From an optimization exercise on the open Yosys and OpenROAD flow, aimed at a short achievable clock period and few clock cycles; shortcuts taken in it are not production practice.
In this exercise RTL edits were held to simulation tests only and were not proved equivalent to the original.
No activity file was given, so power comes from the tool's default toggle rates.

### flow/constraint.sdc
create_clock -name core_clock -period 13.0 [get_ports {clk}]
set_input_delay 2.6000 -clock core_clock [delete_from_list [all_inputs] [get_ports {clk}]]
set_output_delay 2.6000 -clock core_clock [all_outputs]
set_load 0.01 [all_outputs]
### flow/config.mk
export PLATFORM = sky130hd
export DESIGN_NAME = cpu
export DESIGN_NICKNAME = cpu
export VERILOG_FILES = /design/flow/design.v
export SDC_FILE = /design/flow/constraint.sdc
export NUM_CORES = 4
export LEC_CHECK = 0
export ABC_CLOCK_PERIOD_IN_PS = 3000
export CAP_MARGIN = 20
export CORE_MARGIN = 2
export CORE_UTILIZATION = 40
export SLEW_MARGIN = 20
### flow/flow/run.sh
#!/bin/bash
# The standard layout (standard synthesis, floorplan, placement, CTS, routing), with
#  - the timing repair steps asked to leave extra setup slack, so that the layout runs faster
#    than the clock period requires;
#  - port buffers of a plain buffer cell (buf_4) rather than the delay cell buffer_ports picks.
# The SDC (clock period, I/O delays, loads) is the design's, unchanged.
set -euo pipefail
export SETUP_SLACK_MARGIN=${REPAIR_MARGIN:-9.5}
export TNS_END_PERCENT=100
export BUFFER_PORTS_ARGS="-buffer_cell sky130_fd_sc_hd__buf_4"
bash standard.sh > standard_flow.log 2>&1
### flow/standard.sh
#!/bin/bash
# synth_recipe.tcl (not shown) runs the flow's synth.tcl, then flattens the netlist and writes it again
# the make line also repeats each setting of config.mk as NAME=value (left out here)
make -C /OpenROAD-flow-scripts/flow DESIGN_CONFIG=/design/flow/config.mk WORK_HOME=/design/flow/orfs CLKGATE_MAP_FILE= SYNTH_SCRIPT=/design/flow/synth_recipe.tcl "${@:-finish}"
### flow/design.v
module cpu
(
    input logic         clk,
    input logic         rst,
    output logic [31:0] imem_addr,
    output logic [3:0]  imem_rmask,
    input logic [31:0]  imem_rdata,
    input logic         imem_resp,
    output logic [31:0] dmem_addr,
    output logic [3:0]  dmem_rmask,
    output logic [3:0]  dmem_wmask,
    input logic [31:0]  dmem_rdata,
    output logic [31:0] dmem_wdata,
    input logic         dmem_resp
);
  localparam logic [31:0] RESET_PC = 32'haaaa_a000;
  logic        global_stall;
  logic        redir;
  logic [31:0] redir_tgt;
  logic [31:0] fpc;
  logic        can_issue, ibusy, ikill;
  logic [31:0] opc, opnpc;
  logic        optk;
  logic [31:0] q_inst [4];
  logic [31:0] q_pc   [4];
  logic [31:0] q_pnpc [4];
  logic        q_ptk  [4];
  logic [1:0]  q_rptr, q_wptr;
  logic [2:0]  q_cnt;
  logic        dv, d_redone;
  logic [31:0] d_inst, d_pc, d_pnpc;
  logic        d_ptk;
  logic        ras_v;
  logic [31:0] ras;
  localparam int NB = 16;
  localparam int BI = 4;
  logic        btb_v   [NB];
  logic [7:0]  btb_tag [NB];
  logic [29:0] btb_tgt [NB];
  logic [1:0]  btb_ctr [NB];
  logic [31:0] rf [32];
  logic [31:0] rf_v;       
  logic        e_valid;
  logic [31:0] e_pc, e_a, e_b, e_sd, e_pre, e_tgt, e_pc4, e_pnpc;
  logic        e_fa_m, e_fa_w, e_fa_x, e_fb_m, e_fb_w, e_fb_x, e_fs_m, e_fs_w, e_fs_x;
  logic        e_fa_r, e_fb_r, e_fs_r;
  logic        e_add, e_sub, e_sll, e_srl, e_sra, e_slt, e_sltu, e_xor, e_or, e_and, e_pres;
  logic        e_br, e_jal, e_jalr, e_ret, e_load, e_store, e_wr;
  logic [2:0]  e_f3;
  logic [4:0]  e_rd;
  logic        e_ptk;
  logic        m_valid, m_redone, m_upd;
  logic [31:0] m_res, m_addr, m_pnpc, m_pc, m_tgt, m_wdata;
  logic [3:0]  m_rmask, m_wmask;
  logic        m_load, m_wr, m_jalr, m_taken, m_isbr, m_mis, m_ret;
  logic [31:0] m_pc4;
  logic [2:0]  m_f3;
  logic [4:0]  m_rd;
  logic        w_valid, w_load, w_wr;
  logic [31:0] w_res;
  logic [2:0]  w_f3;
  logic [1:0]  w_off;
  logic [4:0]  w_rd;
  logic        x_valid, x_wr;
  logic [31:0] x_res;
  logic [4:0]  x_rd;
  logic        dbusy;
  assign imem_addr  = fpc;
  assign imem_rmask = can_issue ? 4'hf : 4'h0;
  logic        ifree, iacc, ipush;
  assign ifree = ~ibusy | imem_resp;
  assign iacc  = can_issue & ifree;
  assign ipush = imem_resp & ibusy & ~ikill;
  logic [BI-1:0] bidx;
  logic        bhit, bptk;
  logic [31:0] fpc4, pnpc;
  assign bidx = fpc[BI+1:2];
  assign bhit = btb_v[bidx] & (btb_tag[bidx] == fpc[BI+9:BI+2]);
  assign bptk = bhit & btb_ctr[bidx][1];
  assign fpc4 = fpc + 32'd4;
  assign pnpc = bptk ? {btb_tgt[bidx], 2'b00} : fpc4;
  logic [6:0] op;
  logic [2:0] f3;
  logic [4:0] rs1, rs2, rd;
  assign op  = d_inst[6:0];
  assign f3  = d_inst[14:12];
  assign rd  = d_inst[11:7];
  assign rs1 = d_inst[19:15];
  assign rs2 = d_inst[24:20];
  logic        d_fire, d_stall, dpred, dredir, flush;
  logic [31:0] dtgt, d_tgt, d_pc4;
  logic        qpush, qpop, d_take, d_from_q, d_from_in;
  logic        ibusy_n;
  assign ibusy_n = iacc | (ibusy & ~imem_resp);
  logic [2:0]  q_cnt_inc, q_cnt_dec;
  assign q_cnt_inc = q_cnt + 3'd1;
  assign q_cnt_dec = q_cnt - 3'd1;
  assign flush   = redir | dredir;
  assign d_take  = ~dv | d_fire;
  assign d_from_q  = d_take & (q_cnt != 3'd0);
  assign d_from_in = d_take & (q_cnt == 3'd0) & ipush;
  assign qpop  = d_from_q;
  assign qpush = ipush & ~d_from_in;
  always_ff @(posedge clk) begin
    if (rst) begin
      fpc       <= RESET_PC;
      can_issue <= 1'b1;
      ibusy     <= 1'b0;
      ikill     <= 1'b0;
      q_rptr    <= '0;
      q_wptr    <= '0;
      q_cnt     <= '0;
      dv        <= 1'b0;
      d_redone  <= 1'b0;
      ras_v     <= 1'b0;
    end else begin
      ibusy     <= ibusy_n;
      can_issue <= flush | (({1'b0, q_cnt} + {3'b0, dv} + {3'b0, ipush} + {3'b0, ibusy_n}) <= 4'd4);
      if (flush)                 ikill <= ibusy_n;
      else if (iacc | imem_resp) ikill <= 1'b0;
      if (redir)       fpc <= redir_tgt;
      else if (dredir) fpc <= dtgt;
      else if (iacc)   fpc <= pnpc;
      if (flush) begin
        q_cnt  <= '0;
        q_rptr <= q_wptr;
      end else begin
        if (qpush & ~qpop)      q_cnt <= q_cnt_inc;
        else if (qpop & ~qpush) q_cnt <= q_cnt_dec;
        if (qpush) q_wptr <= q_wptr + 2'd1;
        if (qpop)  q_rptr <= q_rptr + 2'd1;
      end
      if (redir)                  dv <= 1'b0;
      else if (dredir)            dv <= ~d_fire;
      else if (d_take)            dv <= d_from_q | d_from_in;
      if (redir | d_take)         d_redone <= 1'b0;
      else if (dredir)            d_redone <= 1'b1;
      if (d_fire && (op == 7'b1101111 || op == 7'b1100111) && rd != 5'd0) begin
        ras_v <= 1'b1;
        ras   <= d_pc4;
      end
    end
  end
  always_ff @(posedge clk) begin
    if (iacc) begin
      opc   <= fpc;
      opnpc <= pnpc;
      optk  <= bptk;
    end
    if (q_cnt != 3'd4) begin
      q_inst[q_wptr] <= imem_rdata;
      q_pc[q_wptr]   <= opc;
      q_pnpc[q_wptr] <= opnpc;
      q_ptk[q_wptr]  <= optk;
    end
    if (d_from_q) begin
      d_inst <= q_inst[q_rptr];
      d_pc   <= q_pc[q_rptr];
      d_pnpc <= q_pnpc[q_rptr];
      d_ptk  <= q_ptk[q_rptr];
    end else if (d_from_in) begin
      d_inst <= imem_rdata;
      d_pc   <= opc;
      d_pnpc <= opnpc;
      d_ptk  <= optk;
    end
  end
  logic is_lui, is_auipc, is_jal, is_jalr, is_br, is_load, is_store, is_opimm, is_op;
  assign is_lui   = (op == 7'b0110111);
  assign is_auipc = (op == 7'b0010111);
  assign is_jal   = (op == 7'b1101111);
  assign is_jalr  = (op == 7'b1100111);
  assign is_br    = (op == 7'b1100011);
  assign is_load  = (op == 7'b0000011);
  assign is_store = (op == 7'b0100011);
  assign is_opimm = (op == 7'b0010011);
  assign is_op    = (op == 7'b0110011);
  logic use1, use2, d_wr, alu_rr;
  assign use1   = (is_jalr | is_br | is_load | is_store | is_opimm | is_op) & (rs1 != 5'd0);
  assign use2   = (is_br | is_store | is_op) & (rs2 != 5'd0);
  assign d_wr   = (is_lui | is_auipc | is_jal | is_jalr | is_load | is_opimm | is_op) & (rd != 5'd0);
  assign alu_rr = is_op | is_br;
  logic [31:0] imm_i, imm_s, imm_b, imm_u, imm_j;
  assign imm_i = {{20{d_inst[31]}}, d_inst[31:20]};
  assign imm_s = {{20{d_inst[31]}}, d_inst[31:25], d_inst[11:7]};
  assign imm_b = {{19{d_inst[31]}}, d_inst[31], d_inst[7], d_inst[30:25], d_inst[11:8], 1'b0};
  assign imm_u = {d_inst[31:12], 12'h000};
  assign imm_j = {{11{d_inst[31]}}, d_inst[31], d_inst[19:12], d_inst[20], d_inst[30:21], 1'b0};
  logic [31:0] d_imm, d_pre;
  logic        is_ret;
  assign is_ret = is_jalr & (rd == 5'd0) & (d_inst[31:20] == 12'd0);
  assign d_imm = is_store ? imm_s : imm_i;
  assign d_tgt = d_pc + (d_inst[3] ? imm_j : imm_b);
  assign d_pc4 = d_pc + 32'd4;
  assign d_pre = is_lui ? imm_u : is_auipc ? {d_pc[31:12] + d_inst[31:12], d_pc[11:0]} : d_pc4;
  logic [31:0] rv1, rv2;
  assign rv1 = (x_valid & x_wr & (x_rd == rs1)) ? x_res : (rf[rs1] & {32{rf_v[rs1]}});
  assign rv2 = (x_valid & x_wr & (x_rd == rs2)) ? x_res : (rf[rs2] & {32{rf_v[rs2]}});
  logic s1m, s1w, s1x, s2m, s2w, s2x;
  assign s1m = use1 & e_valid & e_wr & (e_rd == rs1);
  assign s1w = use1 & ~s1m & m_valid & m_wr & (m_rd == rs1);
  assign s1x = use1 & ~s1m & ~s1w & w_valid & w_wr & (w_rd == rs1);
  assign s2m = use2 & e_valid & e_wr & (e_rd == rs2);
  assign s2w = use2 & ~s2m & m_valid & m_wr & (m_rd == rs2);
  assign s2x = use2 & ~s2m & ~s2w & w_valid & w_wr & (w_rd == rs2);
  assign d_stall = (e_valid & e_load & e_wr & ((use1 & (e_rd == rs1)) | (use2 & (e_rd == rs2)))) |
                   (m_valid & m_load & m_wr & ((use1 & (m_rd == rs1)) | (use2 & (m_rd == rs2))));
  assign d_fire = dv & ~d_stall & ~global_stall & ~redir;
  logic br_guess;
  always_comb begin
    if (d_inst[31])       br_guess = 1'b1;
    else if (rs1 == rs2)  br_guess = (f3 == 3'b000) | (f3 == 3'b101) | (f3 == 3'b111);
    else                  br_guess = 1'b0;
  end
  assign dpred  = dv & ~d_ptk & (is_jal | (is_br & br_guess) | (is_ret & ras_v));
  assign dredir = dpred & ~d_redone & ~redir;
  assign dtgt   = is_ret ? ras : d_tgt;
  always_ff @(posedge clk) begin
    if (rst) begin
      e_valid  <= 1'b0;
    end else begin
      if (redir)              e_valid <= 1'b0;
      else if (!global_stall) e_valid <= d_fire;
    end
  end
  always_ff @(posedge clk) begin
    if (!global_stall) begin
      e_pc   <= d_pc;
      e_a    <= rv1;
      e_b    <= alu_rr ? rv2 : d_imm;
      e_sd   <= rv2;
      e_pre  <= d_pre;
      e_tgt  <= d_tgt;
      e_pc4  <= d_pc4;
      e_pnpc <= dpred ? dtgt : d_pnpc;
      e_fa_m <= s1m; e_fa_w <= s1w; e_fa_x <= s1x;
      e_fb_m <= s2m & alu_rr; e_fb_w <= s2w & alu_rr; e_fb_x <= s2x & alu_rr;
      e_fs_m <= s2m; e_fs_w <= s2w; e_fs_x <= s2x;
      e_fa_r <= ~(s1m | s1w | s1x);
      e_fb_r <= ~((s2m | s2w | s2x) & alu_rr);
      e_fs_r <= ~(s2m | s2w | s2x);
      e_add  <= ((is_opimm | is_op) & (f3 == 3'd0) & ~(is_op & d_inst[30])) | is_load | is_store;
      e_sub  <= is_op & (f3 == 3'd0) & d_inst[30];
      e_sll  <= (is_opimm | is_op) & (f3 == 3'd1);
      e_slt  <= (is_opimm | is_op) & (f3 == 3'd2);
      e_sltu <= (is_opimm | is_op) & (f3 == 3'd3);
      e_xor  <= (is_opimm | is_op) & (f3 == 3'd4);
      e_srl  <= (is_opimm | is_op) & (f3 == 3'd5) & ~d_inst[30];
      e_sra  <= (is_opimm | is_op) & (f3 == 3'd5) & d_inst[30];
      e_or   <= (is_opimm | is_op) & (f3 == 3'd6);
      e_and  <= (is_opimm | is_op) & (f3 == 3'd7);
      e_pres <= is_lui | is_auipc | is_jal | is_jalr;
      e_br   <= is_br;
      e_jal  <= is_jal;
      e_jalr <= is_jalr;
      e_ret  <= is_ret;
      e_load <= is_load;
      e_store <= is_store;
      e_wr   <= d_wr;
      e_f3   <= f3;
      e_rd   <= rd;
      e_ptk  <= d_ptk | dpred;
    end
  end
  logic [31:0] fa, fb, fs;
  assign fa = ({32{e_fa_m}} & m_res) | ({32{e_fa_w}} & w_res) | ({32{e_fa_x}} & x_res) |
              ({32{e_fa_r}} & e_a);
  assign fb = ({32{e_fb_m}} & m_res) | ({32{e_fb_w}} & w_res) | ({32{e_fb_x}} & x_res) |
              ({32{e_fb_r}} & e_b);
  assign fs = ({32{e_fs_m}} & m_res) | ({32{e_fs_w}} & w_res) | ({32{e_fs_x}} & x_res) |
              ({32{e_fs_r}} & e_sd);
  logic [31:0] sum, dif, shl, shr, res;
  logic        lt, ltu, eq;
  assign sum = fa + fb;
  assign dif = fa - fb;
  assign shl = fa << fb[4:0];
  assign shr = 32'(signed'({e_sra & fa[31], fa}) >>> fb[4:0]);
  assign lt  = signed'(fa) < signed'(fb);
  assign ltu = fa < fb;
  assign eq  = fa == fb;
  assign res = ({32{e_add}} & sum) | ({32{e_sub}} & dif) | ({32{e_sll}} & shl) |
               ({32{e_srl | e_sra}} & shr) | ({32{e_xor}} & (fa ^ fb)) |
               ({32{e_or}} & (fa | fb)) | ({32{e_and}} & (fa & fb)) |
               {31'b0, (e_slt & lt) | (e_sltu & ltu)} | ({32{e_pres}} & e_pre);
  logic taken;
  always_comb begin
    case (e_f3)
      3'b000:  taken = eq;
      3'b001:  taken = ~eq;
      3'b100:  taken = lt;
      3'b101:  taken = ~lt;
      3'b110:  taken = ltu;
      default: taken = ~ltu;
    endcase
  end
  logic e_mis, e_tok;
  assign e_tok = e_ptk & (e_pnpc == e_tgt);
  always_comb begin
    if (e_br)        e_mis = taken ? ~e_tok : e_ptk;
    else if (e_jal)  e_mis = ~e_tok;
    else if (e_jalr) e_mis = 1'b0;
    else             e_mis = e_ptk;
  end
  logic [3:0] rmask_e, wmask_e;
  logic [31:0] wdata_e;
  always_comb begin
    case (e_f3[1:0])
      2'b00:   rmask_e = 4'b0001 << sum[1:0];
      2'b01:   rmask_e = sum[1] ? 4'b1100 : 4'b0011;
      default: rmask_e = 4'b1111;
    endcase
    wmask_e = rmask_e;
    case (e_f3[1:0])
      2'b00:   wdata_e = {4{fs[7:0]}};
      2'b01:   wdata_e = {2{fs[15:0]}};
      default: wdata_e = fs;
    endcase
  end
  logic e_go;
  assign e_go = e_valid & ~redir;
  always_ff @(posedge clk) begin
    if (rst) begin
      m_valid  <= 1'b0;
      m_rmask  <= 4'b0;
      m_wmask  <= 4'b0;
      m_addr   <= 32'b0;
      m_wdata  <= 32'b0;
      m_redone <= 1'b0;
      m_upd    <= 1'b0;
    end else begin
      if (!global_stall) begin
        m_valid <= e_go;
        m_rmask <= (e_go & e_load) ? rmask_e : 4'b0;
        m_wmask <= (e_go & e_store) ? wmask_e : 4'b0;
        m_addr  <= sum;
        m_wdata <= wdata_e;
      end
      m_upd    <= ~global_stall & e_go & (e_br | e_jal | e_jalr);
      m_redone <= global_stall & (redir | m_redone);
    end
  end
  always_ff @(posedge clk) begin
    if (!global_stall) begin
      m_res   <= res;
      m_pnpc  <= e_pnpc;
      m_pc    <= e_pc;
      m_tgt   <= e_jalr ? {sum[31:1], 1'b0} : e_tgt;
      m_taken <= e_jal | e_jalr | (e_br & taken);
      m_isbr  <= e_br;
      m_mis   <= e_mis;
      m_pc4   <= e_pc4;
      m_ret   <= e_ret;
      m_load  <= e_load;
      m_wr    <= e_wr;
      m_jalr  <= e_jalr;
      m_f3    <= e_f3;
      m_rd    <= e_rd;
    end
  end
  assign dmem_addr  = m_addr;
  assign dmem_rmask = m_rmask;
  assign dmem_wmask = m_wmask;
  assign dmem_wdata = m_wdata;
  logic m_req, dfree, stall_m, stall_w;
  assign m_req   = (m_rmask != 4'b0) | (m_wmask != 4'b0);
  assign dfree   = ~dbusy | dmem_resp;
  assign stall_m = m_req & ~dfree;
  assign stall_w = w_valid & w_load & ~dmem_resp;
  assign global_stall = stall_m | stall_w;
  always_ff @(posedge clk) begin
    if (rst) dbusy <= 1'b0;
    else     dbusy <= (m_req & dfree) | (dbusy & ~dmem_resp);
  end
  assign redir     = m_valid & ~m_redone & (m_mis | (m_jalr & (m_tgt[31:1] != m_pnpc[31:1])));
  assign redir_tgt = m_taken ? m_tgt : m_pc4;
  logic [BI-1:0] uidx;
  logic [7:0]    utag;
  logic          uhit;
  assign uidx = m_pc[BI+1:2];
  assign utag = m_pc[BI+9:BI+2];
  assign uhit = btb_v[uidx] & (btb_tag[uidx] == utag);
  always_ff @(posedge clk) begin
    if (rst) begin
      for (int i = 0; i < NB; i++) begin
        btb_v[i]   <= 1'b0;
        btb_ctr[i] <= 2'b0;
      end
    end else if (m_upd & ~m_ret) begin
      if (!m_isbr) begin
        btb_v[uidx]   <= 1'b1;
        btb_tag[uidx] <= utag;
        btb_tgt[uidx] <= m_tgt[31:2];
        btb_ctr[uidx] <= 2'b11;
      end else if (uhit) begin
        if (m_taken) begin
          btb_tgt[uidx] <= m_tgt[31:2];
          if (btb_ctr[uidx] != 2'b11) btb_ctr[uidx] <= btb_ctr[uidx] + 2'b01;
        end else begin
          if (btb_ctr[uidx] != 2'b00) btb_ctr[uidx] <= btb_ctr[uidx] - 2'b01;
        end
      end else if (m_taken) begin
        btb_v[uidx]   <= 1'b1;
        btb_tag[uidx] <= utag;
        btb_tgt[uidx] <= m_tgt[31:2];
        btb_ctr[uidx] <= 2'b10;
      end
    end
  end
  always_ff @(posedge clk) begin
    if (rst) begin
      w_valid <= 1'b0;
    end else if (!global_stall) begin
      w_valid <= m_valid;
    end
  end
  always_ff @(posedge clk) begin
    if (!global_stall) begin
      w_res  <= m_res;
      w_load <= m_rmask != 4'b0;
      w_wr   <= m_wr;
      w_f3   <= m_f3;
      w_off  <= m_addr[1:0];
      w_rd   <= m_rd;
    end
  end
  logic [31:0] lshift, ldata;
  assign lshift = dmem_rdata >> {w_off, 3'b000};
  always_comb begin
    case (w_f3)
      3'b000:  ldata = {{24{lshift[7]}}, lshift[7:0]};
      3'b001:  ldata = {{16{lshift[15]}}, lshift[15:0]};
      3'b100:  ldata = {24'b0, lshift[7:0]};
      3'b101:  ldata = {16'b0, lshift[15:0]};
      default: ldata = dmem_rdata;
    endcase
  end
  always_ff @(posedge clk) begin
    if (rst) begin
      x_valid <= 1'b0;
    end else if (!global_stall) begin
      x_valid <= w_valid;
    end
  end
  always_ff @(posedge clk) begin
    if (!global_stall) begin
      x_res <= w_load ? ldata : w_res;
      x_wr  <= w_wr;
      x_rd  <= w_rd;
    end
  end
  always_ff @(posedge clk) begin
    if (rst) begin
      rf_v <= 32'b0;
    end else if (x_valid & x_wr) begin
      rf_v[x_rd] <= 1'b1;
    end
  end
  always_ff @(posedge clk) begin
    if (x_valid & x_wr) rf[x_rd] <= x_res;
  end
endmodule
==> results.ini, run 1 <==
[die]
die-area_um2=347500
core_um2=340600
die_w_um=589.5
initial_core_util_pct=40.25
ios=176
die_h_um=589.5
placementRows=214

[pwr]
p_seq_share_pct=34.2
p_switching_mw=15.71
power_density_nw_per_um2=247.1
p_sw_share_pct=38.01
p_comb_share_pct=43.8
p_leak_nw=56.43
p_clk_share_pct=22.0
peakVddDrop_uv=138.9
internal-power_mw=25.62

[detailed_routing]
drt_iter0_drc=11650
vias=88690
drc_errors=0
drt-total-wl_um=495700
post_drt_wl_per_cell_um=35.17
firstDrtPassIters=6
detail-route-antenna-nets=0
via_per_inst=6.293

[placed_design]
gp_congestion=0.9639
dpl.hpwl_um=297100
place_ws_ps=6078
numPortBuffers=175

[clocking]
cts_buffer_depth=4
clock_latency_ps=940
cts_hold_buf=0
numCtsBuffers=319
clock_sinks=2948
cts_tree=built
cts_max_level=5
cts.clk_slew.worst_paths_ps=60
cts_root_buf=clkbuf_16

[worst_setup_path]
reg2reg_slack_ps=8740
critPathKind=register to register
reg2reg_from=e_fa_x$_DFFE_PP_
endpoint_kind=register
crit_path_top_delay_cell=or4_4
critPathMostFrequentCell=buf_6
rr_endpoint=m_mis$_DFFE_PP_
cp_data_required_time_ps=13650
crit_fanout=4
cp.arrival_ps=4900
cp_cell_sequence=buf_6 > buf_16 > a22oi_2 > nand2_4 > ha_4 > or3_4 > a211o_1 > a211oi_4 > o31a_1 > a21o_1 > a211oi_2 > or4_4 > nand4b_1 > buf_6 > mux2i_1 > a21oi_1
max_stage_delay_ps=530
r2r_cells=16
worst_setup_path_start_kind=register

[global_routing]
met2_usage_pct=44.25
gr-usage-met1_pct=35.93
grt_pass1_vias=86470
top_usage_layer=met2
grt_pass1_wl_um=677600
grt_use_total_pct=27.58
grt_max_degree=86
antenna_found_initial=41
gr-usage-met3_pct=4.935
grt-ovfl-total=0

[sta]
grt_setup_unrepaired=yes
setup_viol_count_final=0
period_share_pct=32.74
fmax_mhz=234.9
fin_hold_ws_ps=412.7
finalHoldViolCount=0
fin_skew_ps=72.30
setup_tns_ps=0
worst_slack_ps=8743
slew_headroom_pct=16.35
fin_crit_ps=4257
worstMarginPinSlew_ps=1250
maxSlewViolCount=0

[synth]
synth.ff_latch_count=2948
synthArstFlopShare_pct=0
synth_ff_type=edfxtp_1
ys_seq_area_share_pct=63.17
avgSynthCellArea_um2=16.04
synth_edf_count=2756
syn_inst=8545
syn_nets=8779
synth-warning-count=1
syn_area_um2=137100
synth_cell_types=85

[hold_path]
whs_path_depth=0
hold_path.class=register to register
hp-start=e_pc4[28]$_DFFE_PP_
min_to=m_pc4[28]$_DFFE_PP_

[run]
max_cap_violations=0

[final_layout]
drive_gt1_share_pct=35.71
fin_nets=9516
syn_to_final_growth_pct=21.98

[status]
status=finished clean

## power by group through the flow
stage | Clock (mW) | Sequential [mW] | Combinational, mW
after floorplan | 0 | 13.5 | 9.13
final | 9.10 | 14.1 | 18.1
after CTS | 9.18 | 14.1 | 16.8
after detailed placement | 0 | 14.8 | 13.5
after global placement | 0 | 14.7 | 13.4
after global routing | 9.55 | 14.2 | 18.8
## cell type report
type                       count  area [um2]
antenna                       11       27.53
inverter                     157       698.2
multi-input combinational   4907       52820
clock inverter               184        1853
tap                         4536        5675
timing repair inverter         7       61.31
clock buffer                 403        8504
fill                       28180      173300
sequential                  2948       86970
timing repair buffer         942       10630
## cells by family (layout without fill, tap and decap cells)
family,after synthesis,after routing,synth area share (%)
flip-flops,2948,2948,63.17
adder cells (fa/ha/maj),166,166,1.542
other,0,11,0
AO/OA/AOI/OAI,1374,1374,6.522
buffers and inverters,709,1693,2.020
XOR/XNOR,272,272,1.738
multiplexers,1452,1452,19.79
AND/OR/NAND/NOR,1624,1643,5.225
## state kept, by name, indices dropped and copies added, names as in the netlist, 128 cells and up, named ones only
signal   cells
btb_tgt    480
btb_tag    128
q_pc       128
q_pnpc     128
rf        1024
q_inst     128
## per-stage QoR
step	power, mW	instances	util, %	instance area [um2]
detailed placement	28.24	12930	42.36	144300
finish	41.33	14100	49.10	167200
floorplan	22.63	8545	-	137400
global route	42.52	14090	49.10	167200
global placement	28.10	12930	42.34	144200
CTS	40.15	13950	48.23	164300
## Yosys cell counts (20+ instances only)
master / number / share of area [%]
buf_1: 107 / 0.29
inv_1: 153 / 0.42
clkbuf_1: 390 / 1.1
nand3_1: 107 / 0.39
nand2_1: 619 / 1.7
o221ai_1: 21 / 0.13
nor2b_1: 42 / 0.19
dfxtp_1: 192 / 2.8
nor4_1: 34 / 0.16
o31ai_1: 20 / 0.11
mux4_2: 987 / 16
buf_2: 44 / 0.16
a31oi_1: 42 / 0.19
a21oi_1: 328 / 1.2
a211oi_1: 64 / 0.35
ha_1: 161 / 1.5
o21a_1: 29 / 0.16
a221oi_1: 28 / 0.18
and2_1: 21 / 0.096
nor2_1: 543 / 1.5
xnor2_1: 185 / 1.2
xor2_1: 87 / 0.56
and3_1: 36 / 0.16
a22oi_1: 220 / 1.2
a21o_1: 66 / 0.36
nand4_1: 36 / 0.16
edfxtp_1: 2756 / 60
o22ai_1: 20 / 0.091
nor3_1: 74 / 0.27
nand2b_1: 32 / 0.15
o21ai_0: 303 / 1.1
mux2_2: 195 / 1.6
mux2i_1: 270 / 2.0
o211ai_1: 55 / 0.30
a21boi_0: 23 / 0.13
## worst max-delay path, delay by kind of cell, from the launching register on
kind	cells	cell delay (ps)
mux	1	180
fa+ha+maj	1	270
flops	1	410
simple gates	4	1180
buf+inv	3	450
compound gates	7	1520
## routing by layer
| layer | routed length (um) | vias up | part of all wire (%) |
|---|---|---|---|
| met5 | 100 | - | 0.020 |
| met4 | 32830 | 14 | 6.6 |
| met3 | 44790 | 1131 | 9.0 |
| met2 | 233100 | 5131 | 47 |
| met1 | 184800 | 46510 | 37 |
| li1 | - | 35910 | - |
## placed cells by master, fill, tap and decap left out, types with 38 or more instances in the layout
cell	synthesis	routed
buf_4	8	561
nor3_1	74	61
nor2_1	543	452
nand2_1	619	567
mux4_2	987	987
mux2i_1	270	204
o211ai_1	55	55
mux2_2	195	165
a22oi_2	0	42
a21oi_1	328	285
mux2i_2	0	44
dfxtp_2	0	38
a22oi_1	220	178
xor2_1	87	70
edfxtp_1	2756	2756
inv_1	153	138
o21ai_2	0	40
buf_12	0	80
clkinv_1	2	69
a21o_1	66	63
dfxtp_4	0	84
o21ai_0	303	228
buf_16	0	48
xnor2_1	185	146
dfxtp_1	192	70
clkinv_2	0	54
clkbuf_1	390	69
buf_6	3	203
nor2_4	0	81
clkbuf_16	0	333
ha_4	0	43
ha_1	161	112
nand3_1	107	101
## how the worst max path moves through the flow
stage               slack (ps)              from  cells past startpoint               endpoint
floorplan                 8260         dmem_resp                     15  q_cnt[2]$_SDFFE_PP0P_
global placement          6170         dmem_resp                     10               register
detailed placement        6080         dmem_resp                     10               register
CTS                       8810  e_fa_x$_DFFE_PP_                     16        m_mis$_DFFE_PP_
global route              8680  e_fa_x$_DFFE_PP_                     18        m_mis$_DFFE_PP_
finish                    8740  e_fa_x$_DFFE_PP_                     16        m_mis$_DFFE_PP_
## timing repair
item                        CTS  global route
setup endpoints to repair  2162          1291
buffers inserted            367           115
pin swaps                   154           161
hold endpoints to repair      0             0
gates cloned                 59            24
resized for setup          1222           377
Testbench counts, summed over its fixed seeds: cycles 63,724.
==> inputs of run 2 (changes only) <==
--- a/flow/design.v
+++ b/flow/design.v
@@ -32,11 +32,11 @@
   logic        d_ptk;
   logic        ras_v;
   logic [31:0] ras;
-  localparam int NB = 16;
-  localparam int BI = 4;
+  localparam int NB = 32;
+  localparam int BI = 5;
   logic        btb_v   [NB];
   logic [7:0]  btb_tag [NB];
-  logic [29:0] btb_tgt [NB];
+  logic [13:0] btb_tgt [NB];    
   logic [1:0]  btb_ctr [NB];
   logic [31:0] rf [32];
   logic [31:0] rf_v;       
@@ -78,7 +78,7 @@
   assign bhit = btb_v[bidx] & (btb_tag[bidx] == fpc[BI+9:BI+2]);
   assign bptk = bhit & btb_ctr[bidx][1];
   assign fpc4 = fpc + 32'd4;
-  assign pnpc = bptk ? {btb_tgt[bidx], 2'b00} : fpc4;
+  assign pnpc = bptk ? {fpc[31:16], btb_tgt[bidx], 2'b00} : fpc4;
   logic [6:0] op;
   logic [2:0] f3;
   logic [4:0] rs1, rs2, rd;
@@ -389,11 +389,11 @@
       if (!m_isbr) begin
         btb_v[uidx]   <= 1'b1;
         btb_tag[uidx] <= utag;
-        btb_tgt[uidx] <= m_tgt[31:2];
+        btb_tgt[uidx] <= m_tgt[15:2];
         btb_ctr[uidx] <= 2'b11;
       end else if (uhit) begin
         if (m_taken) begin
-          btb_tgt[uidx] <= m_tgt[31:2];
+          btb_tgt[uidx] <= m_tgt[15:2];
           if (btb_ctr[uidx] != 2'b11) btb_ctr[uidx] <= btb_ctr[uidx] + 2'b01;
         end else begin
           if (btb_ctr[uidx] != 2'b00) btb_ctr[uidx] <= btb_ctr[uidx] - 2'b01;
@@ -401,7 +401,7 @@
       end else if (m_taken) begin
         btb_v[uidx]   <= 1'b1;
         btb_tag[uidx] <= utag;
-        btb_tgt[uidx] <= m_tgt[31:2];
+        btb_tgt[uidx] <= m_tgt[15:2];
         btb_ctr[uidx] <= 2'b10;
       end
     end
==> run 2 against run 1 <==
Compared with the run above:
- still clean
- critical path depth is 1 lower
- combinational power up 9.9%
- core utilization rose by 0.58 points
- sequential power grew 4%
- synthesized cell count is 5.0% higher
- final area rose by 6.6%
- worst setup slack lost 170 ps
- wire length is 6.6% higher
- critical endpoint unchanged
- highest routed layer unchanged
==> results.ini, run 2 <==
[status]
status=finished clean

[synth]
yosysTopAreaCellShare_pct=60.07  ; -0.29 points
synth-warning-count=1  ; unchanged
synth_cell_types=88  ; +3.5%
synth_most_common_cell=edfxtp_1
synthMuxAreaShare_pct=20.20  ; +0.41 points
syn_area_um2=144300  ; +5.2%
synth.ff_latch_count=3096  ; +5.0%
ys_seq_area_share_pct=62.99  ; -0.18 points
synth.area.top_cells=edfxtp_1, mux4_2, dfxtp_1
synth_fa_ha_area_share_pct=1.483  ; -0.059 points
avgSynthCellArea_um2=16.07  ; +0.17%
synth_compound_area_share_pct=6.291  ; -0.23 points
synth_top_cell_by_area=edfxtp_1
synthXorXnorAreaFrac_pct=1.638  ; -0.099 points
synth_ff_type=edfxtp_1
syn_nets=9212  ; +4.9%
synth_edf_count=2886  ; +4.7%
synth_top_family_by_area=multiplexers
syn_inst=8976  ; +5.0%
synth-simple-area-share_pct=5.325  ; +0.10 points
synth_top_cells_by_count=edfxtp_1, mux4_2, nand2_1, nor2_1, clkbuf_1
synthArstFlopShare_pct=0  ; unchanged

[sta]
fmax_mhz=225.9  ; -3.8%
setup_viol_count_final=0  ; unchanged
grt_setup_unrepaired=yes
fin_skew_ps=112.9  ; +40.61 ps
slew_headroom_pct=8.714  ; -7.6 points
maxSlewViolCount=0  ; unchanged
finalHoldViolCount=0  ; unchanged
fin_crit_ps=4426  ; +169.6 ps
period_share_pct=34.05  ; +1.3 points
setup_tns_ps=0  ; unchanged
worstMarginPinSlew_ps=1359  ; +108.7 ps

[placed_design]
dpl.hpwl_um=315200  ; +6.1%
place_area_um2=152000  ; +5.3%
numPortBuffers=175  ; unchanged
gp_congestion=0.9772  ; +1.4%
dp_cells=13580  ; +5.0%

[global_routing]
grt_pass1_vias=92840  ; +7.4%
grt-ovfl-total=0  ; unchanged
grt_use_total_pct=28.08  ; +0.50 points
grt_pass1_wl_um=726400  ; +7.2%
antenna_found_initial=52  ; +27%
grt_max_degree=113  ; +31%

[final_layout]
largest-register=rf
reg_top3=rf x1024, btb_tgt x448, btb_tag x256
fin_cells=14900  ; +5.7%
num-fill-cells=29480  ; +4.6%
syn_to_final_growth_pct=23.60
largest_reg_flops=1024  ; unchanged
multi_input_area_um2=56760  ; +7.5%
final_cell_mix=edfxtp_1, mux4_2, nand2_1
final_common_cell=edfxtp_1
regArea_um2=91190  ; +4.9%
fin_nets=10050  ; +5.6%
drive_gt1_share_pct=37.06  ; +1.3 points
stdcell_area_um2=178300  ; +6.6%
utilization_pct=49.68  ; +0.58 points

[hold_path]
hp-start=e_pc4[28]$_DFFE_PP_
hold_path.class=register to register

[clocking]
clock_sinks=3096  ; +5.0%
clock_latency_ps=980  ; +40 ps
cts_max_level=5  ; unchanged
cts_root_buf=clkbuf_16
cts_tree=built
numCtsBuffers=336  ; +5.3%
cts_hold_buf=0  ; unchanged
cts.clk_slew.worst_paths_ps=70  ; about the same
cts_buffer_depth=4  ; unchanged

[pwr]
peakVddDrop_uv=158.4  ; +14%
p_leak_nw=60.00  ; +6.3%
power_density_nw_per_um2=246.6  ; -0.23%

[run]
max_cap_violations=0  ; unchanged

[detailed_routing]
via_per_inst=6.363  ; +1.1%
wl_met3_um=54820  ; +22%
vias=94770  ; +6.9%
post_drt_wl_per_cell_um=35.46  ; +0.85%
drt-met1-wl_um=201500  ; +9.0%
drc_errors=0  ; unchanged
drt-total-wl_um=528200  ; +6.6%
detail-route-antenna-nets=0  ; unchanged
top_layer_used=met5
firstDrtPassIters=8  ; +2
dr_wl_met2_um=238500  ; +2.3%
drt_iter0_drc=14270  ; +23%

[worst_setup_path]
crit_fanout=32  ; +28
endpoint_kind=register
reg2reg_from=e_fb_x$_DFFE_PP_
critPathKind=register to register
worst_setup_path_start_kind=register
cp.arrival_ps=5200  ; +300 ps
startpoint=e_fb_x$_DFFE_PP_
cp_data_required_time_ps=13780  ; +130 ps

[die]
initial_core_util_pct=40.19  ; -0.063 points
ios=176  ; unchanged
die-area_um2=365500  ; +5.2%
die_w_um=604.6  ; +2.6%
core_um2=358900  ; +5.4%
placementRows=220  ; +2.8%
die_h_um=604.6  ; +2.6%

[run 2: changes by cell type in the layout (fill, tap and decap cells not counted), sizes merged, moves of 21 or more]
cell and delta:
edfxtp +130, nand3 +46, buf +114, diode +21
nand2 +48, a211oi -22, mux2i +66, mux4 +69
[run 2: layout make-up]
| cell class | instances | area share, % |
|---|---|---|
| diodes | 32 | 0.04491 |
| clock buffers | 417 | 5.002 |
| clock inverters | 195 | 1.064 |
| inverters | 166 | 0.3908 |
| multi-input cells | 5160 | 31.83 |
| flip-flops and latches | 3096 | 51.14 |
| well taps | 4773 | 3.349 |
| repair buffers | 1053 | 7.166 |
| repair inverters | 3 | 0.01474 |
[run 2: critical path, cell delays in order, from the launching register on]
cell and delay [ps]:
edfxtp_1 420, buf_12 210, a22oi_1 270, nand2_2 180, ha_4 280, nor4_4 340
a21oi_2 140, a2111oi_4 460, buf_4 190, a211oi_2 50, o31a_1 350, or4_4 440
a21oi_4 270, o211ai_1 220, or3_1 390, o211ai_1 100
[run 2: metal layers]
| layer | up-vias | global-route usage [%] |
|---|---|---|
| met5 | - | 0 |
| met3 | 1196 | 5.454 |
| met4 | 8 | 14.68 |
| li1 | 37930 | - |
| met1 | 49640 | 38.21 |
| met2 | 6005 | 42.91 |
[run 2: logic make-up after synthesis]
logic type / after synthesis
adders and majority gates: 168
xor gates and xnor gates: 269
muxes: 1569
buffers and inverters: 760
and+or+nand+nor: 1727
AOI/OAI and AO/OA: 1387
DFF: 3096
[run 2: final timing paths]
kind	endpoint	slack, ps	cells past startpoint
hold / removal	m_pc4[28]$_DFFE_PP_	340	0
setup / recovery	m_mis$_DFFE_PP_	8570	15
setup reg to reg	m_mis$_DFFE_PP_	8570	15
hold reg to reg	m_pc4[28]$_DFFE_PP_	340	0
[run 2: what timing repair did]
| action | CTS | global route |
|---|---|---|
| endpoints found under the hold margin | 0 | 0 |
| pin swaps | 253 | 228 |
| buffers inserted | 390 | 162 |
| gates cloned | 113 | 8 |
| setup endpoints to repair | 2219 | 1231 |
| gates resized for setup | 1399 | 445 |
[run 2: stage by stage]
stage | hold WS (ps) | setup slack, ps | total power, mW
final | 335.7 | 8574 | 43.97
after global routing | 343.2 | 8505 | 45.22
after CTS | 341.4 | 8641 | 42.69
after detailed placement | 405.4 | 6273 | 30.02
after global placement | 402.6 | 6345 | 29.84
after floorplan | 400.3 | 8429 | 23.95
[run 2: report_power, final]
| part | leakage [nW] | internal (mW) | switching (mW) | total, mW |
|---|---|---|---|---|
| Combinational | 25.5 | 8.55 | 11.3 | 19.9 |
| Sequential | 29.2 | 13.2 | 1.41 | 14.6 |
| Clock | 5.25 | 5.37 | 4.14 | 9.50 |
| Total | 60.0 | 27.1 | 16.9 | 44.0 |
Testbench counts of run 2, summed over its fixed seeds: cycles 63,028.
==> inputs of run 3 (changes only) <==
--- a/flow/design.v
+++ b/flow/design.v
@@ -21,12 +21,12 @@
   logic        can_issue, ibusy, ikill;
   logic [31:0] opc, opnpc;
   logic        optk;
-  logic [31:0] q_inst [4];
-  logic [31:0] q_pc   [4];
-  logic [31:0] q_pnpc [4];
-  logic        q_ptk  [4];
-  logic [1:0]  q_rptr, q_wptr;
-  logic [2:0]  q_cnt;
+  logic [31:0] q_inst [8];
+  logic [31:0] q_pc   [8];
+  logic [31:0] q_pnpc [8];
+  logic        q_ptk  [8];
+  logic [2:0]  q_rptr, q_wptr;
+  logic [3:0]  q_cnt;
   logic        dv, d_redone;
   logic [31:0] d_inst, d_pc, d_pnpc;
   logic        d_ptk;
@@ -52,7 +52,10 @@
   logic        m_valid, m_redone, m_upd;
   logic [31:0] m_res, m_addr, m_pnpc, m_pc, m_tgt, m_wdata;
   logic [3:0]  m_rmask, m_wmask;
-  logic        m_load, m_wr, m_jalr, m_taken, m_isbr, m_mis, m_ret;
+  logic        m_load, m_wr, m_jalr, m_isbr, m_mis_nb, m_ret, m_uncond, m_tok, m_ptk;
+  logic        m_eq, m_lt, m_ltu;
+  logic [2:0]  m_bf3;
+  logic        m_taken;
   logic [31:0] m_pc4;
   logic [2:0]  m_f3;
   logic [4:0]  m_rd;
@@ -92,13 +95,13 @@
   logic        qpush, qpop, d_take, d_from_q, d_from_in;
   logic        ibusy_n;
   assign ibusy_n = iacc | (ibusy & ~imem_resp);
-  logic [2:0]  q_cnt_inc, q_cnt_dec;
-  assign q_cnt_inc = q_cnt + 3'd1;
-  assign q_cnt_dec = q_cnt - 3'd1;
+  logic [3:0]  q_cnt_inc, q_cnt_dec;
+  assign q_cnt_inc = q_cnt + 4'd1;
+  assign q_cnt_dec = q_cnt - 4'd1;
   assign flush   = redir | dredir;
   assign d_take  = ~dv | d_fire;
-  assign d_from_q  = d_take & (q_cnt != 3'd0);
-  assign d_from_in = d_take & (q_cnt == 3'd0) & ipush;
+  assign d_from_q  = d_take & (q_cnt != 4'd0);
+  assign d_from_in = d_take & (q_cnt == 4'd0) & ipush;
   assign qpop  = d_from_q;
   assign qpush = ipush & ~d_from_in;
   always_ff @(posedge clk) begin
@@ -115,7 +118,7 @@
       ras_v     <= 1'b0;
     end else begin
       ibusy     <= ibusy_n;
-      can_issue <= flush | (({1'b0, q_cnt} + {3'b0, dv} + {3'b0, ipush} + {3'b0, ibusy_n}) <= 4'd4);
+      can_issue <= flush | (({1'b0, q_cnt} + {4'b0, dv} + {4'b0, ipush} + {4'b0, ibusy_n}) <= 5'd8);
       if (flush)                 ikill <= ibusy_n;
       else if (iacc | imem_resp) ikill <= 1'b0;
       if (redir)       fpc <= redir_tgt;
@@ -127,8 +130,8 @@
       end else begin
         if (qpush & ~qpop)      q_cnt <= q_cnt_inc;
         else if (qpop & ~qpush) q_cnt <= q_cnt_dec;
-        if (qpush) q_wptr <= q_wptr + 2'd1;
-        if (qpop)  q_rptr <= q_rptr + 2'd1;
+        if (qpush) q_wptr <= q_wptr + 3'd1;
+        if (qpop)  q_rptr <= q_rptr + 3'd1;
       end
       if (redir)                  dv <= 1'b0;
       else if (dredir)            dv <= ~d_fire;
@@ -147,7 +150,7 @@
       opnpc <= pnpc;
       optk  <= bptk;
     end
-    if (q_cnt != 3'd4) begin
+    if (q_cnt != 4'd8) begin
       q_inst[q_wptr] <= imem_rdata;
       q_pc[q_wptr]   <= opc;
       q_pnpc[q_wptr] <= opnpc;
@@ -282,25 +285,8 @@
                ({32{e_srl | e_sra}} & shr) | ({32{e_xor}} & (fa ^ fb)) |
                ({32{e_or}} & (fa | fb)) | ({32{e_and}} & (fa & fb)) |
                {31'b0, (e_slt & lt) | (e_sltu & ltu)} | ({32{e_pres}} & e_pre);
-  logic taken;
-  always_comb begin
-    case (e_f3)
-      3'b000:  taken = eq;
-      3'b001:  taken = ~eq;
-      3'b100:  taken = lt;
-      3'b101:  taken = ~lt;
-      3'b110:  taken = ltu;
-      default: taken = ~ltu;
-    endcase
-  end
-  logic e_mis, e_tok;
+  logic e_tok;
   assign e_tok = e_ptk & (e_pnpc == e_tgt);
-  always_comb begin
-    if (e_br)        e_mis = taken ? ~e_tok : e_ptk;
-    else if (e_jal)  e_mis = ~e_tok;
-    else if (e_jalr) e_mis = 1'b0;
-    else             e_mis = e_ptk;
-  end
   logic [3:0] rmask_e, wmask_e;
   logic [31:0] wdata_e;
   always_comb begin
@@ -345,9 +331,15 @@
       m_pnpc  <= e_pnpc;
       m_pc    <= e_pc;
       m_tgt   <= e_jalr ? {sum[31:1], 1'b0} : e_tgt;
-      m_taken <= e_jal | e_jalr | (e_br & taken);
+      m_uncond <= e_jal | e_jalr;
+      m_eq    <= eq;
+      m_lt    <= lt;
+      m_ltu   <= ltu;
+      m_bf3   <= e_f3;
+      m_tok   <= e_tok;
+      m_ptk   <= e_ptk;
       m_isbr  <= e_br;
-      m_mis   <= e_mis;
+      m_mis_nb <= e_jal ? ~e_tok : (~e_br & ~e_jalr & e_ptk);
       m_pc4   <= e_pc4;
       m_ret   <= e_ret;
       m_load  <= e_load;
@@ -371,6 +363,19 @@
     if (rst) dbusy <= 1'b0;
     else     dbusy <= (m_req & dfree) | (dbusy & ~dmem_resp);
   end
+  logic m_brt, m_mis;
+  always_comb begin
+    case (m_bf3)
+      3'b000:  m_brt = m_eq;
+      3'b001:  m_brt = ~m_eq;
+      3'b100:  m_brt = m_lt;
+      3'b101:  m_brt = ~m_lt;
+      3'b110:  m_brt = m_ltu;
+      default: m_brt = ~m_ltu;
+    endcase
+  end
+  assign m_taken = m_uncond | (m_isbr & m_brt);
+  assign m_mis   = m_mis_nb | (m_isbr & (m_brt ? ~m_tok : m_ptk));
   assign redir     = m_valid & ~m_redone & (m_mis | (m_jalr & (m_tgt[31:1] != m_pnpc[31:1])));
   assign redir_tgt = m_taken ? m_tgt : m_pc4;
   logic [BI-1:0] uidx;
==> run 3 against run 2 <==
Compared with the run above:
- still clean
- clock-buffer cell count increased by 64
- final area increased by 11%
- non-clock buffer count increased by 159
- die area increased by 10%
- fmax increased by 6.0%
- sequential share of layout area increased by 0.72 points
- highest routed layer unchanged
==> results.ini, run 3 <==
[sta]
finalHoldViolCount=0  ; unchanged
period_share_pct=32.13  ; -1.9 points
fin_crit_ps=4177  ; -248.9 ps
fin_skew_ps=120.7  ; +7.753 ps
slew_headroom_pct=18.34  ; +9.6 points
grt_setup_unrepaired=yes
setup_tns_ps=0  ; unchanged
fmax_mhz=239.4  ; +6.0%
worstMarginPinSlew_ps=1216  ; -142.7 ps
fin_hold_ws_ps=386.6  ; +50.87 ps
maxSlewViolCount=0  ; unchanged
setup_viol_count_final=0  ; unchanged

[detailed_routing]
firstDrtPassIters=8  ; unchanged
drt-total-wl_um=569600  ; +7.8%
post_drt_wl_per_cell_um=35.08  ; -1.1%
vias=102300  ; +7.9%
drt_iter0_drc=13480  ; -5.6%
drc_errors=0  ; unchanged
detail-route-antenna-nets=0  ; unchanged
via_per_inst=6.299  ; -1.0%

[worst_setup_path]
r2r_cells=17  ; +2
crit_buf_inv=1  ; -1
cp_num_cells=1  ; -14
crit_path_top_delay_cell=dfxtp_4
rr_endpoint=m_res[30]$_DFFE_PP_
cp_cell_sequence=buf_6
reg2reg_from=e_fb_r$_DFFE_PP_
endpoint=dmem_addr[23]
cp.arrival_ps=1580  ; -3620 ps
critPathTopFamily=flip-flops
endpoint_kind=output pin
cp_data_required_time_ps=10400  ; -3380 ps
crit_fanout=2  ; -94%
max_stage_delay_ps=500  ; +40 ps
critPathKind=register to output pin
startpoint=m_addr[23]$_SDFFE_PP0P_
worst_setup_path_start_kind=register
reg2reg_slack_ps=8830  ; +260 ps

[placed_design]
dp_cells=14710  ; +8.4%
dpl.hpwl_um=332300  ; +5.4%
numPortBuffers=175  ; unchanged
gp_congestion=1.019  ; +4.3%

[synth]
syn_area_um2=159500  ; +11%
synth_cell_types=84  ; -4.5%
synth_top_cells_by_count=edfxtp_1, mux4_2, nor2_1, nand2_1, mux2i_1
avgSynthCellArea_um2=16.49  ; +2.6%
synth.area.top_cells=edfxtp_1, mux4_2, mux2i_1
synth_ff_type=edfxtp_1
synth_edf_count=3279  ; +14%
yosysTopAreaCellShare_pct=61.73  ; +1.7 points
syn_nets=9908  ; +7.6%
ys_seq_area_share_pct=64.42  ; +1.4 points
synth_top_cell_by_area=edfxtp_1
synthArstFlopShare_pct=0  ; unchanged
synth.ff_latch_count=3493  ; +13%
syn_inst=9673  ; +7.8%
synth_most_common_cell=edfxtp_1
synth-warning-count=1  ; unchanged

[clocking]
numCtsBuffers=372  ; +11%
cts_tree=built
cts_hold_buf=0  ; unchanged
cts_buffer_depth=4  ; unchanged
clock_sinks=3493  ; +13%
cts.clk_slew.worst_paths_ps=60  ; about the same
clock_latency_ps=1010  ; +30 ps
cts_root_buf=clkbuf_16
cts_max_level=5  ; unchanged

[global_routing]
grt_pass1_wl_um=779800  ; +7.3%
grt_pass1_vias=100000  ; +7.7%
grt_use_total_pct=27.04  ; -1.0 points
grt_max_degree=140  ; +24%
antenna_found_initial=35  ; -33%
grt-ovfl-total=0  ; unchanged

[die]
core_um2=396500  ; +10%
die_w_um=635.5  ; +5.1%
ios=176  ; unchanged
die_h_um=635.5  ; +5.1%
initial_core_util_pct=40.22  ; about the same
die-area_um2=403800  ; +10%
placementRows=231  ; +5.0%

[final_layout]
fin_nets=10910  ; +8.6%
fin_cells=16240  ; +9.0%
utilization_pct=50.12  ; +0.44 points
drive_gt1_share_pct=39.04  ; +2.0 points
reg_top3=rf x1024, btb_tgt x448
syn_to_final_growth_pct=24.60
final_cell_mix=edfxtp_1, mux4_2, buf_4
largest_reg_flops=1024  ; unchanged
final_common_cell=edfxtp_1
largest-register=rf
num-fill-cells=31970  ; +8.5%

[pwr]
p_comb_share_pct=42.6  ; -2.6 points
p_seq_share_pct=34.8  ; +1.6 points
p_leak_nw=66.54  ; +11%
internal-power_mw=29.73  ; +9.6%
p_sw_share_pct=36.76  ; -1.6 points
power_density_nw_per_um2=236.6  ; -4.1%
p_clk_share_pct=22.6  ; +1.0 points
peakVddDrop_uv=243.2  ; +54%
p_switching_mw=17.28  ; +2.6%
finalPower_mw=47.01  ; +6.9%

[hold_path]
hold_path.class=register to register

[status]
status=finished clean

[run]
max_cap_violations=0  ; unchanged

[run 3: changes by cell type in the layout (fill, tap and decap cells not counted), moves of 37 or more]
cell	change
buf_4	+71
mux4_2	+111
edfxtp_1	+393
nand2_1	-42
clkbuf_16	+48
nor2_2	+63
mux2i_1	+103
mux2_2	-37
a21oi_2	+87
a21oi_4	+42
nor2_4	+40
buf_6	+47
[run 3: worst min path at each step]
stage	slack, ps	endpoint	cells after the start	from
final	390	m_pc4[20]$_DFFE_PP_	0	e_pc4[20]$_DFFE_PP_
after CTS	400	m_pc4[20]$_DFFE_PP_	0	e_pc4[20]$_DFFE_PP_
after global placement	400	m_pc[8]$_DFFE_PP_	0	e_pc[8]$_DFFE_PP_
after detailed placement	400	m_pc4[19]$_DFFE_PP_	0	e_pc4[19]$_DFFE_PP_
after floorplan	400	m_f3[2]$_DFFE_PP_	0	e_f3[2]$_DFFE_PP_
after global routing	400	m_pc4[20]$_DFFE_PP_	0	e_pc4[20]$_DFFE_PP_
[run 3: cell families (layout without fill, tap and decap cells)]
group                      after synthesis  in the layout  share of synthesized area (%)
xor gates and xnor gates               268            268                          1.472
buffers and inverters                  808           2075                          2.011
AOI/OAI and AO/OA                     1449           1450                          5.804
other                                    0             12                              0
DFF                                   3493           3493                          64.42
and+or+nand+nor                       1751           1795                          4.810
adders and majority gates              167            167                          1.338
muxes                                 1737           1737                          20.14
[run 3: what timing repair did]
| action | 4_1_cts | 5_1_grt |
|---|---|---|
| pin swaps | 218 | 310 |
| resized for setup | 1610 | 775 |
| setup endpoints to repair | 1796 | 1280 |
| setup buffers | 478 | 216 |
| gates cloned | 95 | 41 |
[run 3: cell type report]
class                   count  area [um2]  area share [%]
clock buffers             481        9983           5.024
flip-flops and latches   3493      103100           51.86
multi-input cells        5417       61540           30.96
clock inverters           201        2118           1.066
well taps                5242        6559           3.300
repair buffers           1212       14550           7.319
diodes                     12       30.03         0.01511
inverters                 174       772.0          0.3885
repair inverters            7       126.4         0.06359
[run 3: metal layers]
metal / GRT usage [%] / part of all wire (%) / wire length [um]
met1: 33.21 / 35 / 201000
met2: 44.05 / 48 / 273600
met3: 4.625 / 8.6 / 48710
met4: 18.15 / 8.1 / 46250
met5: 0 / 0.0039 / 22
[run 3: power by group through the flow]
stage                     clock, mW  combinational (mW)  sequential, mW
final                          10.6                20.0            16.4
after global routing           11.2                20.8            16.4
after CTS                      10.7                18.2            16.3
after detailed placement          0                14.0            17.0
after global placement            0                13.9            16.9
after floorplan                   0                9.60            15.7
[run 3: stage by stage]
| step | setup slack, ps | cell area (um2) |
|---|---|---|
| floorplan | 8387 | 159800 |
| global placement | 6861 | 167500 |
| detailed placement | 6791 | 167500 |
| CTS | 8787 | 192700 |
| global route | 8771 | 198700 |
| finish | 8823 | 198700 |
Testbench counts of run 3, summed over its fixed seeds: cycles 62,198.
==> inputs of run 4 (changes only) <==
--- a/flow/design.v
+++ b/flow/design.v
@@ -68,6 +68,11 @@
   logic [31:0] x_res;
   logic [4:0]  x_rd;
   logic        dbusy;
+  logic        p_valid, p_ready, p_wr;
+  logic [4:0]  p_rd;
+  logic [2:0]  p_f3;
+  logic [1:0]  p_off;
+  logic [31:0] p_data;
   assign imem_addr  = fpc;
   assign imem_rmask = can_issue ? 4'hf : 4'h0;
   logic        ifree, iacc, ipush;
@@ -196,9 +201,26 @@
   assign d_tgt = d_pc + (d_inst[3] ? imm_j : imm_b);
   assign d_pc4 = d_pc + 32'd4;
   assign d_pre = is_lui ? imm_u : is_auipc ? {d_pc[31:12] + d_inst[31:12], d_pc[11:0]} : d_pc4;
+  logic [31:0] pshift, pdata_n;
+  assign pshift = dmem_rdata >> {p_off, 3'b000};
+  always_comb begin
+    case (p_f3)
+      3'b000:  pdata_n = {{24{pshift[7]}}, pshift[7:0]};
+      3'b001:  pdata_n = {{16{pshift[15]}}, pshift[15:0]};
+      3'b100:  pdata_n = {24'b0, pshift[7:0]};
+      3'b101:  pdata_n = {16'b0, pshift[15:0]};
+      default: pdata_n = dmem_rdata;
+    endcase
+  end
   logic [31:0] rv1, rv2;
-  assign rv1 = (x_valid & x_wr & (x_rd == rs1)) ? x_res : (rf[rs1] & {32{rf_v[rs1]}});
-  assign rv2 = (x_valid & x_wr & (x_rd == rs2)) ? x_res : (rf[rs2] & {32{rf_v[rs2]}});
+  logic [31:0] pv;
+  logic        p_byp;
+  assign pv    = p_ready ? p_data : pdata_n;
+  assign p_byp = p_valid & p_wr;
+  assign rv1 = (x_valid & x_wr & (x_rd == rs1)) ? x_res :
+               (p_byp & (p_rd == rs1)) ? pv : (rf[rs1] & {32{rf_v[rs1]}});
+  assign rv2 = (x_valid & x_wr & (x_rd == rs2)) ? x_res :
+               (p_byp & (p_rd == rs2)) ? pv : (rf[rs2] & {32{rf_v[rs2]}});
   logic s1m, s1w, s1x, s2m, s2w, s2x;
   assign s1m = use1 & e_valid & e_wr & (e_rd == rs1);
   assign s1w = use1 & ~s1m & m_valid & m_wr & (m_rd == rs1);
@@ -207,7 +229,11 @@
   assign s2w = use2 & ~s2m & m_valid & m_wr & (m_rd == rs2);
   assign s2x = use2 & ~s2m & ~s2w & w_valid & w_wr & (w_rd == rs2);
   assign d_stall = (e_valid & e_load & e_wr & ((use1 & (e_rd == rs1)) | (use2 & (e_rd == rs2)))) |
-                   (m_valid & m_load & m_wr & ((use1 & (m_rd == rs1)) | (use2 & (m_rd == rs2))));
+                   (m_valid & m_load & m_wr & ((use1 & (m_rd == rs1)) | (use2 & (m_rd == rs2)))) |
+                   (w_valid & w_load & w_wr & ~dmem_resp &
+                    ((use1 & (w_rd == rs1)) | (use2 & (w_rd == rs2)))) |
+                   (p_valid & p_wr & ~p_ready & ~dmem_resp &
+                    ((use1 & (p_rd == rs1)) | (use2 & (p_rd == rs2))));
   assign d_fire = dv & ~d_stall & ~global_stall & ~redir;
   logic br_guess;
   always_comb begin
@@ -357,7 +383,9 @@
   assign m_req   = (m_rmask != 4'b0) | (m_wmask != 4'b0);
   assign dfree   = ~dbusy | dmem_resp;
   assign stall_m = m_req & ~dfree;
-  assign stall_w = w_valid & w_load & ~dmem_resp;
+  logic w_late;    
+  assign w_late  = w_valid & w_load & ~dmem_resp;
+  assign stall_w = w_late & p_valid & ~p_ready;
   assign global_stall = stall_m | stall_w;
   always_ff @(posedge clk) begin
     if (rst) dbusy <= 1'b0;
@@ -443,7 +471,32 @@
     if (rst) begin
       x_valid <= 1'b0;
     end else if (!global_stall) begin
-      x_valid <= w_valid;
+      x_valid <= w_valid & ~w_late;
+    end
+  end
+  always_ff @(posedge clk) begin
+    if (rst) begin
+      p_valid <= 1'b0;
+      p_ready <= 1'b0;
+      p_wr    <= 1'b0;
+    end else begin
+      if (w_late & ~stall_w) begin
+        p_valid <= 1'b1;
+        p_ready <= 1'b0;
+        p_wr    <= w_wr;
+        p_rd    <= w_rd;
+        p_f3    <= w_f3;
+        p_off   <= w_off;
+      end else if (p_valid & p_ready) begin
+        p_valid <= 1'b0;
+        p_ready <= 1'b0;
+      end else if (p_valid & dmem_resp) begin
+        p_ready <= 1'b1;
+        p_data  <= pdata_n;
+        if (x_valid & x_wr & (x_rd == p_rd)) p_wr <= 1'b0;
+      end else if (p_valid & x_valid & x_wr & (x_rd == p_rd)) begin
+        p_wr <= 1'b0;
+      end
     end
   end
   always_ff @(posedge clk) begin
@@ -456,11 +509,13 @@
   always_ff @(posedge clk) begin
     if (rst) begin
       rf_v <= 32'b0;
-    end else if (x_valid & x_wr) begin
-      rf_v[x_rd] <= 1'b1;
+    end else begin
+      if (p_valid & p_ready & p_wr) rf_v[p_rd] <= 1'b1;
+      if (x_valid & x_wr)           rf_v[x_rd] <= 1'b1;
     end
   end
   always_ff @(posedge clk) begin
-    if (x_valid & x_wr) rf[x_rd] <= x_res;
+    if (p_valid & p_ready & p_wr) rf[p_rd] <= p_data;
+    if (x_valid & x_wr)           rf[x_rd] <= x_res;
   end
 endmodule
==> run 4 against run 3 <==
Compared with the run above:
- still clean on timing, DRC and antenna
- wire length is 19% higher
- clock power rose by 5%
- global-route usage increased by 2.3 points
- area after synthesis is 10% higher
- non-clock buffer count is 155 higher
- die area is 9.9% higher
- fmax fell by 2.5%
- largest power group unchanged
==> results.ini, run 4 <==
[hold_path]
hold_path.class=register to register
min_to=m_pc4[24]$_DFFE_PP_
whs_path_depth=0  ; unchanged
hp-start=e_pc4[24]$_DFFE_PP_

[detailed_routing]
vias=119000  ; +16%
drt-total-wl_um=676900  ; +19%
drc_errors=0  ; unchanged
firstDrtPassIters=9  ; +1
detail-route-antenna-nets=0  ; unchanged
drt_iter0_drc=17090  ; +27%
post_drt_wl_per_cell_um=37.26  ; +6.2%
via_per_inst=6.552  ; +4.0%

[worst_setup_path]
cp_cell_sequence=buf_12 > buf_6
r2r_cells=18  ; +1
worst_setup_path_start_kind=register
reg2reg_from=e_fb_x$_DFFE_PP_
max_stage_delay_ps=360  ; -140 ps
reg2reg_slack_ps=8750  ; -80 ps
crit_fanout=2  ; unchanged
endpoint_kind=output pin
cp.arrival_ps=1690  ; +110 ps
cp_data_required_time_ps=10400  ; about the same
crit_path_top_delay_cell=dfxtp_4
rr_endpoint=m_res[27]$_DFFE_PP_
critPathKind=register to output pin

[final_layout]
num-fill-cells=35730  ; +12%
stdcell_area_um2=217300  ; +9.4%
drive_gt1_share_pct=43.99  ; +5.0 points
utilization_pct=49.71  ; -0.40 points
reg_top3=rf x1024, btb_tgt x448
largest_reg_flops=1024  ; unchanged
largest-register=rf
syn_to_final_growth_pct=23.92
final_common_cell=edfxtp_1
fin_nets=12310  ; +13%
final_cell_mix=edfxtp_1, mux4_2, mux2_2

[clocking]
cts.clk_slew.worst_paths_ps=60  ; about the same
cts_tree=built
cts_root_buf=clkbuf_16
cts_max_level=5  ; unchanged
clock_sinks=3538  ; +1.3%
numCtsBuffers=383  ; +3.0%
clock_latency_ps=1070  ; +60 ps
cts_hold_buf=0  ; unchanged
cts_buffer_depth=4  ; unchanged

[die]
die-area_um2=443800  ; +9.9%
die_w_um=666.2  ; +4.8%
ios=176  ; unchanged
placementRows=243  ; +5.2%
core_um2=437200  ; +10%
die_h_um=666.2  ; +4.8%
initial_core_util_pct=40.12  ; -0.10 points

[synth]
synth_edf_count=3321  ; +1.3%
synth-warning-count=1  ; unchanged
synthArstFlopShare_pct=0  ; unchanged
synth_most_common_cell=edfxtp_1
avgSynthCellArea_um2=15.56  ; -5.6%
synth_compound_area_share_pct=6.481  ; +0.68 points
syn_area_um2=175400  ; +10%
synthXorXnorAreaFrac_pct=1.513  ; +0.041 points
synthMuxAreaShare_pct=24.62  ; +4.5 points
synth.ff_latch_count=3538  ; +1.3%
yosysTopAreaCellShare_pct=56.86  ; -4.9 points
synth_top_family_by_area=multiplexers
synth_top_cells_by_count=edfxtp_1, mux4_2, mux2_2, clkbuf_1, nand2_1
ys_seq_area_share_pct=59.33  ; -5.1 points
syn_nets=11510  ; +16%
synth_cell_types=94  ; +12%
synth_fa_ha_area_share_pct=1.227  ; -0.11 points
synth.area.top_cells=edfxtp_1, mux4_2, mux2_2
syn_inst=11270  ; +17%
synth_top_cell_by_area=edfxtp_1
synth-simple-area-share_pct=4.240  ; -0.57 points
synth_ff_type=edfxtp_1

[sta]
fin_crit_ps=4285  ; +108.0 ps
worstMarginPinSlew_ps=1392  ; +175.9 ps
fmax_mhz=233.4  ; -2.5%
grt_setup_unrepaired=yes
maxSlewViolCount=0  ; unchanged
setup_viol_count_final=0  ; unchanged
setup_tns_ps=0  ; unchanged
fin_skew_ps=121.6  ; +0.9700 ps
period_share_pct=32.96  ; +0.83 points
finalHoldViolCount=0  ; unchanged
slew_headroom_pct=7.197  ; -11 points

[run]
max_cap_violations=0  ; unchanged

[global_routing]
grt-ovfl-total=0  ; unchanged
grt_max_degree=125  ; -11%
grt_pass1_wl_um=919900  ; +18%
antenna_found_initial=44  ; +26%
grt_pass1_vias=116100  ; +16%
grt_use_total_pct=29.34  ; +2.3 points

[pwr]
internal-power_mw=30.10  ; +1.2%
p_seq_share_pct=33.6  ; -1.2 points
peakVddDrop_uv=152.4  ; -37%
finalPower_mw=47.55  ; +1.1%
p_clk_share_pct=23.4  ; +0.8 points
p_leak_nw=73.41  ; +10%
power_density_nw_per_um2=218.8  ; -7.5%
p_switching_mw=17.46  ; +1.0%
p_sw_share_pct=36.71  ; -0.054 points
p_comb_share_pct=43.0  ; +0.4 points

[placed_design]
place_area_um2=183600  ; +9.6%
numPortBuffers=175  ; unchanged
dpl.hpwl_um=380000  ; +14%
gp_congestion=0.9432  ; -7.4%

[status]
status=finished clean

## run 4: cell types whose count changed in the layout (fill, tap and decap cells not counted), moves of 42 or more
cell,delta
buf_4,+55
o21ai_2,+70
nor2_2,-62
nor2_4,-59
mux2_2,+976
nand2_2,+46
a21oi_2,-75
buf_6,+48
edfxtp_1,+42
o21a_1,+45
## run 4: kinds of logic after synthesis
family                     count (synthesis)
xor gates and xnor gates                 303
buffers and inverters                   1155
muxes                                   2725
adders and majority gates                169
and+or+nand+nor                         1683
DFF                                     3538
AOI/OAI and AO/OA                       1698
## run 4: stage by stage
| stage | setup slack [ps] | hold WS [ps] | std cells |
|---|---|---|---|
| detailed placement | 6061 | 405.2 | 16540 |
| floorplan | 7894 | 400.3 | 11270 |
| CTS | 8679 | 418.5 | 17930 |
| global placement | 6034 | 402.1 | 16540 |
| global route | 8693 | 424.3 | 18150 |
| finish | 8715 | 418.6 | 18170 |
## run 4: power groups by stage
stage / clock network, mW / logic [mW] / registers [mW]
6_report: 11.1 / 20.4 / 16.0
5_1_grt: 11.6 / 21.1 / 16.0
4_1_cts: 11.2 / 18.5 / 16.0
3_5_place_dp: 0 / 13.7 / 16.7
3_3_place_gp: 0 / 13.5 / 16.6
2_1_floorplan: 0 / 9.44 / 15.4
## run 4: layout make-up
class,count,area [um2],share of cell area [%]
timing repair buffer,1367,16910,7.781
timing repair inverter,8,147.6,0.06793
sequential,3538,104400,48.03
antenna,28,70.07,0.03224
clock inverter,210,2211,1.017
multi-input combinational,6607,75270,34.63
clock buffer,488,10400,4.784
inverter,166,739.5,0.3402
tap,5757,7203,3.314
## run 4: worst max path at each step
stage	from	endpoint	slack, ps	cells after the start
after floorplan	dmem_resp	ras[0]$_DFFE_PP_	7890	7
after global placement	dmem_resp	register	6030	12
final	fpc[9]$_SDFFE_PP0N_	imem_addr[9]	8710	2
after CTS	fpc[9]$_SDFFE_PP0N_	imem_addr[9]	8680	2
after detailed placement	dmem_resp	register	6060	12
after global routing	e_fb_x$_DFFE_PP_	m_res[31]$_DFFE_PP_	8690	19
## run 4: critical path, delay by kind of cell, from the launching register on
kind | cells | cell delay [ps]
buffers and inverters | 2 | 260
flip-flops | 1 | 360
## run 4: per-layer routing
| layer | vias to the layer above | global-route usage, % | part of all wire (%) |
|---|---|---|---|
| li1 | 46890 | - | - |
| met1 | 62130 | 37.95 | 37 |
| met2 | 7968 | 46.31 | 46 |
| met3 | 2034 | 5.758 | 10 |
| met4 | 24 | 16.66 | 7.1 |
| met5 | - | 0.3039 | 0.032 |
## run 4: timing repair
action,4_1_cts,5_1_grt
setup buffers,547,183
resized for setup,1876,682
gates cloned,142,18
pin swaps,387,317
setup endpoints to repair,1884,1709
Testbench counts of run 4, summed over its fixed seeds: cycles 61,982.

-- separate check: timing with driven ports --
In the flow no input, the clock included, has a driving cell. The finished layouts below were timed again as built, in two steps.
Step 1 assumes that a clkbuf_16 drives the clock port and a buf_2 every other input.
Step 2 also shifts input and output timing later by t, the mid clock arrival at the registers, as if the neighbouring blocks saw the same clock.
a / b / c = no drivers / after step 1 / after step 2; a / b = the first two.
run	t (ns)	setup WS [ns]	worst setup path at the end	slew at the worst register clock pin (ns)
run 1	1.008	8.743 / 8.743 / 8.104	input to register	0.08 / 0.08
run 2	1.025	8.574 / 8.574 / 7.924	input to register	0.07 / 0.07
run 3	1.052	8.823 / 8.714 / 8.019	input to register	0.07 / 0.07
run 4	1.131	8.715 / 8.595 / 7.691	input to register	0.07 / 0.07
After both steps every run listed still meets setup and hold. The setup slack of run 4, which loses most, moves by -0.120 ns with the drivers and by -1.024 ns with both steps.
